Background: an optimization exercise with open tools, aiming at small area, a short achievable clock period and few clock cycles. Do not read the settings as production practice.

## exp/zinc
==> flow/design.v <==
module Integrate(
input clock,
input reset,enter,
input [7:0]Nin,
input prog_we,
input [4:0]prog_addr,
input [7:0]prog_data,
output halt,
output [7:0]Nout,
output inwait
);
reg [7:0] mem [0:31];
reg [4:0] FA;       
reg [4:0] OA;       
reg [7:0] IR;       
reg       iok;      
reg [7:0] XI;       
reg       vX;       
reg [7:0] OPR;      
reg       tk;       
reg       df;       
reg       ok;       
reg       inr;      
reg       started;  
reg [7:0] A;
reg       Z;        
wire [2:0] xop = XI[7:5];
wire [4:0] xa  = XI[4:0];
reg       halt_r, inwait_r;
assign halt   = halt_r;
assign inwait = inwait_r;
assign Nout   = A;
wire stall  = vX & ((xop == 3'd7) | ((xop == 3'd4) & ~(enter & started)));
wire xstore = vX & (xop == 3'd1) & reset;
reg [7:0] An;
reg       Zn;
wire [7:0] axo = A ^ OPR;
wire [7:0] aor = A | OPR;
wire       sum0 = (axo == {aor[6:0], 1'b0});
function [4:0] inc5;
	input [4:0] x;
	inc5 = {x[4] ^ (&x[3:0]), x[3] ^ (&x[2:0]), x[2] ^ (&x[1:0]), x[1] ^ x[0], ~x[0]};
endfunction
wire       xas = vX & ((xop == 3'd2) | (xop == 3'd3));
wire       xin = vX & (xop == 3'd4);
reg        Sf, Zf;
always @* begin
	Sf = A[7];
	Zf = Z;
	if (vX)
		case (xop)
		3'd0: begin Sf = OPR[7]; Zf = (OPR == 8'd0); end
		3'd4: Sf = Nin[7];
		default: ;
		endcase
end
always @* begin
	An = A;
	Zn = Z;
	if (vX)
		case (xop)
		3'd0: begin An = OPR; Zn = (OPR == 8'd0); end
		3'd2: begin An = A + OPR; Zn = sum0; end
		3'd3: begin An = A - OPR; Zn = (A == OPR); end
		3'd4: if (enter & started) begin An = Nin; Zn = (Nin == 8'd0); end
		default: ;
		endcase
end
wire [7:0] Oi    = tk ? OPR : IR;
wire       vO    = tk | iok;
wire [7:0] opnd  = (xstore && xa == OA) ? A : mem[OA];
wire [7:0] fword = (xstore && xa == FA) ? A : mem[FA];
wire       hzn   = vO & (Oi[7:5] == 3'd1) & (Oi[4:0] == FA);
wire       tkn   = vO & ~xas & (((Oi[7:5] == 3'd5) & ~xin & Zf) | ((Oi[7:5] == 3'd6) & ~Sf));
wire       dfn   = vO & ((xas & ((Oi[7:5] == 3'd5) | (Oi[7:5] == 3'd6))) | (xin & (Oi[7:5] == 3'd5)));
wire       mis   = df & ((xop == 3'd5) ? Z : ~A[7]);
wire [4:0] OAn   = tkn ? opnd[4:0] : fword[4:0];
wire [4:0] FAn   = tkn ? inc5(Oi[4:0]) : (hzn ? FA : inc5(FA));
wire       wr0 = prog_we && prog_addr == 5'd0;
wire [7:0] w0 = wr0 ? prog_data : mem[0];
wire [7:0] w1 = (prog_we && prog_addr == 5'd1) ? prog_data : mem[1];
wire       cap = prog_we && inr && prog_addr == xa;
wire       ok_n = ~wr0 & (cap | (ok & inr));
wire [7:0] opr_p = cap ? prog_data : OPR;
wire       tk_p = ok_n & ((xop == 3'd5) | (xop == 3'd6));
wire       hz_p = ok_n & (xop == 3'd1) & (xa == 5'd1);
wire [4:0] waddr = prog_we ? prog_addr : xa;
wire [7:0] wdata = prog_we ? prog_data : A;
always @(posedge clock)
	if (prog_we | xstore)
		mem[waddr] <= wdata;
always @(posedge clock) begin
	inr <= ~reset;
	if (!reset) begin
		ok <= ok_n;
		OPR <= opr_p;
		XI <= w0;
		IR <= ok_n ? w1 : w0;
		vX <= ok_n;
		iok <= ~hz_p;
		tk <= tk_p;
		df <= 1'b0;
		FA <= tk_p ? inc5(xa) : (ok_n & ~hz_p) ? 5'd2 : 5'd1;
		OA <= tk_p ? opr_p[4:0] : ok_n ? w1[4:0] : w0[4:0];
	end else if (mis) begin
		vX <= 1'b0;
		df <= 1'b0;
		tk <= 1'b1;
		iok <= 1'b1;
		FA <= inc5(xa);
		OA <= OPR[4:0];
	end else if (!stall) begin
		IR <= fword;
		XI <= Oi;
		OPR <= opnd;
		vX <= vO;
		iok <= ~hzn;
		tk <= tkn;
		df <= dfn;
		FA <= FAn;
		OA <= OAn;
	end
end
always @(posedge clock, negedge reset) begin
	if (!reset) begin
		started <= 1'b0;
		halt_r <= 1'b0;
		inwait_r <= 1'b0;
		A <= 8'd0;
		Z <= 1'b1;
	end else begin
		started <= 1'b1;
		if (mis) begin
			halt_r <= 1'b0;
			inwait_r <= 1'b0;
		end else if (stall) begin
			halt_r <= vX & (xop == 3'd7);
			inwait_r <= vX & (xop == 3'd4);
		end else begin
			halt_r <= vO & (Oi[7:5] == 3'd7);
			inwait_r <= vO & (Oi[7:5] == 3'd4);
		end
		A <= An;
		Z <= Zn;
	end
end
endmodule
==> flow/config.mk <==
export PLATFORM = sky130hd
export DESIGN_NAME = Integrate
export DESIGN_NICKNAME = Integrate
export VERILOG_FILES = /design/flow/design.v
export SDC_FILE = /design/flow/constraint.sdc
export NUM_CORES = 4
export LEC_CHECK = 0
export CAP_MARGIN = 20
export CORE_MARGIN = 2
export CORE_UTILIZATION = 40
export CTS_CLUSTER_DIAMETER = 100
export CTS_CLUSTER_SIZE = 26
export SETUP_SLACK_MARGIN = 2.6
export SLEW_MARGIN = 20
==> flow/constraint.sdc <==
create_clock -name core_clock -period 5.0 [get_ports {clock}]
set_input_delay 1.0000 -clock core_clock [delete_from_list [all_inputs] [get_ports {clock}]]
set_output_delay 1.0000 -clock core_clock [all_outputs]
set_load 0.01 [all_outputs]
run.sh (not shown) runs the stock make flow with config.mk's settings and CLKGATE_MAP_FILE= SYNTH_SCRIPT=/design/flow/synth_recipe.tcl, a recipe that flattens the netlist after the stock synthesis.
In summary, exp/zinc completed successfully, with a layout that passed the timing, DRC and antenna checks.
#### Input delta (exp/pepper over exp/zinc)
--- a/flow/design.v
+++ b/flow/design.v
@@ -41,17 +41,17 @@
 	input [4:0] x;
 	inc5 = {x[4] ^ (&x[3:0]), x[3] ^ (&x[2:0]), x[2] ^ (&x[1:0]), x[1] ^ x[0], ~x[0]};
 endfunction
 wire       xas = vX & ((xop == 3'd2) | (xop == 3'd3));
 wire       xin = vX & (xop == 3'd4);
-reg        Sf, Zf;
+wire       xld = vX & (xop == 3'd0);
+reg        Sf;
 always @* begin
 	Sf = A[7];
-	Zf = Z;
 	if (vX)
 		case (xop)
-		3'd0: begin Sf = OPR[7]; Zf = (OPR == 8'd0); end
+		3'd0: Sf = OPR[7];
 		3'd4: Sf = Nin[7];
 		default: ;
 		endcase
 end
 always @* begin
@@ -66,61 +66,72 @@
 		default: ;
 		endcase
 end
 wire [7:0] Oi    = tk ? OPR : IR;
 wire       vO    = tk | iok;
-wire [7:0] opnd  = (xstore && xa == OA) ? A : mem[OA];
-wire [7:0] fword = (xstore && xa == FA) ? A : mem[FA];
 wire       hzn   = vO & (Oi[7:5] == 3'd1) & (Oi[4:0] == FA);
-wire       tkn   = vO & ~xas & (((Oi[7:5] == 3'd5) & ~xin & Zf) | ((Oi[7:5] == 3'd6) & ~Sf));
-wire       dfn   = vO & ((xas & ((Oi[7:5] == 3'd5) | (Oi[7:5] == 3'd6))) | (xin & (Oi[7:5] == 3'd5)));
+wire       tkn   = vO & ~xas & (((Oi[7:5] == 3'd5) & ~xin & ~xld & Z) | ((Oi[7:5] == 3'd6) & ~Sf));
+wire       dfn   = vO & ((xas & ((Oi[7:5] == 3'd5) | (Oi[7:5] == 3'd6))) | ((xin | xld) & (Oi[7:5] == 3'd5)));
 wire       mis   = df & ((xop == 3'd5) ? Z : ~A[7]);
-wire [4:0] OAn   = tkn ? opnd[4:0] : fword[4:0];
 wire [4:0] FAn   = tkn ? inc5(Oi[4:0]) : (hzn ? FA : inc5(FA));
 wire       wr0 = prog_we && prog_addr == 5'd0;
 wire [7:0] w0 = wr0 ? prog_data : mem[0];
 wire [7:0] w1 = (prog_we && prog_addr == 5'd1) ? prog_data : mem[1];
 wire       cap = prog_we && inr && prog_addr == xa;
 wire       ok_n = ~wr0 & (cap | (ok & inr));
 wire [7:0] opr_p = cap ? prog_data : OPR;
 wire       tk_p = ok_n & ((xop == 3'd5) | (xop == 3'd6));
 wire       hz_p = ok_n & (xop == 3'd1) & (xa == 5'd1);
-wire [4:0] waddr = prog_we ? prog_addr : xa;
+wire [7:0] rdO   = mem[OA];
+wire [7:0] rdF   = mem[FA];
+wire       fwdO  = xstore && xa == OA;
+wire       fwdF  = xstore && xa == FA;
+wire       go    = reset & ~mis & ~stall;    
+wire       ld    = ~reset;                   
+wire       keep  = reset & ~go;              
+wire [7:0] IR_d  = (rdF & {8{go & ~fwdF}}) | (A & {8{go & fwdF}})
+                 | ((ok_n ? w1 : w0) & {8{ld}}) | (IR & {8{keep}});
+wire [7:0] OPR_d = (rdO & {8{go & ~fwdO}}) | (A & {8{go & fwdO}})
+                 | (opr_p & {8{ld}}) | (OPR & {8{keep}});
+wire [4:0] OA_p  = tk_p ? opr_p[4:0] : ok_n ? w1[4:0] : w0[4:0];
+wire       aO    = go & tkn & ~fwdO;
+wire       aF    = go & ~tkn & ~fwdF;
+wire       aA    = go & (tkn ? fwdO : fwdF);
+wire [4:0] OA_d  = (rdO[4:0] & {5{aO}}) | (rdF[4:0] & {5{aF}}) | (A[4:0] & {5{aA}})
+                 | (OA_p & {5{ld}}) | (OPR[4:0] & {5{reset & mis}}) | (OA & {5{reset & ~mis & stall}});
 wire [7:0] wdata = prog_we ? prog_data : A;
+integer wi;
 always @(posedge clock)
-	if (prog_we | xstore)
-		mem[waddr] <= wdata;
+	for (wi = 0; wi < 32; wi = wi + 1)
+		if ((prog_we && prog_addr == wi) || (xstore && xa == wi))
+			mem[wi] <= wdata;
 always @(posedge clock) begin
 	inr <= ~reset;
+	IR <= IR_d;
+	OPR <= OPR_d;
+	OA <= OA_d;
 	if (!reset) begin
 		ok <= ok_n;
-		OPR <= opr_p;
 		XI <= w0;
-		IR <= ok_n ? w1 : w0;
 		vX <= ok_n;
 		iok <= ~hz_p;
 		tk <= tk_p;
 		df <= 1'b0;
 		FA <= tk_p ? inc5(xa) : (ok_n & ~hz_p) ? 5'd2 : 5'd1;
-		OA <= tk_p ? opr_p[4:0] : ok_n ? w1[4:0] : w0[4:0];
 	end else if (mis) begin
 		vX <= 1'b0;
 		df <= 1'b0;
 		tk <= 1'b1;
 		iok <= 1'b1;
 		FA <= inc5(xa);
-		OA <= OPR[4:0];
 	end else if (!stall) begin
-		IR <= fword;
 		XI <= Oi;
-		OPR <= opnd;
 		vX <= vO;
 		iok <= ~hzn;
 		tk <= tkn;
 		df <= dfn;
 		FA <= FAn;
-		OA <= OAn;
 	end
 end
 always @(posedge clock, negedge reset) begin
 	if (!reset) begin
 		started <= 1'b0;
Findings:
- Result: PASS for each of exp/zinc and exp/pepper
- Comparing number of vias per cell for exp/zinc and exp/pepper, the smaller number came from exp/zinc.
- Looking only at total stage count of the critical path, and setting everything else aside, the lower value of exp/zinc and exp/pepper goes to exp/zinc.
- From exp/zinc to exp/pepper the numbers moved as follows: least setup slack across all paths after layout saw a decrease, final cycle utilization of the critical path saw an increase, transition time at the pin with the least slew margin saw a decrease, clock buffer and inverter area fraction after layout saw a decrease.
- exp/pepper ends up with a final cell count without fillers that is 17% higher than in exp/zinc.
- exp/pepper vs exp/zinc — footprint of the flip-flops and latches dropped by a few percent
- Diff exp/zinc -> exp/pepper: net count after synthesis increased 352, core utilization increased 2.4 points, final standard cell area without fillers has increased, first-pass GRT wire length grew by about 56%.
No run of this note included a check of the RTL's function; only the layout flow was run.

what the ideal ports hide:
How much do the figures lean on ideal ports? The routed layouts below were timed once more, with nothing changed but the port constraints. Step 1: set_driving_cell puts a clkbuf_16 on clock and a buf_2 on each other input, an assumption about the parent block. Step 2 adds t to the input delays and takes it off the output delays; t is the mean of the earliest and latest rising clock arrival at the registers after step 1. Input paths then give back, and output paths get back, about the clock's delay inside the block. a / b / c = no drivers / after step 1 / after step 2; a / b = the first two.
run | t (ns) | setup WS [ns] | clock arrival spread, ns
exp/zinc | 0.575 | 2.343 / 2.343 / 1.896 | 0.029 / 0.029
exp/pepper | 0.596 | 2.160 / 2.160 / 1.707 | 0.031 / 0.032
After both steps every run listed still meets setup and hold. The setup slack of exp/pepper, which loses most, moves by 0.000 ns with the drivers and by -0.453 ns with both steps.
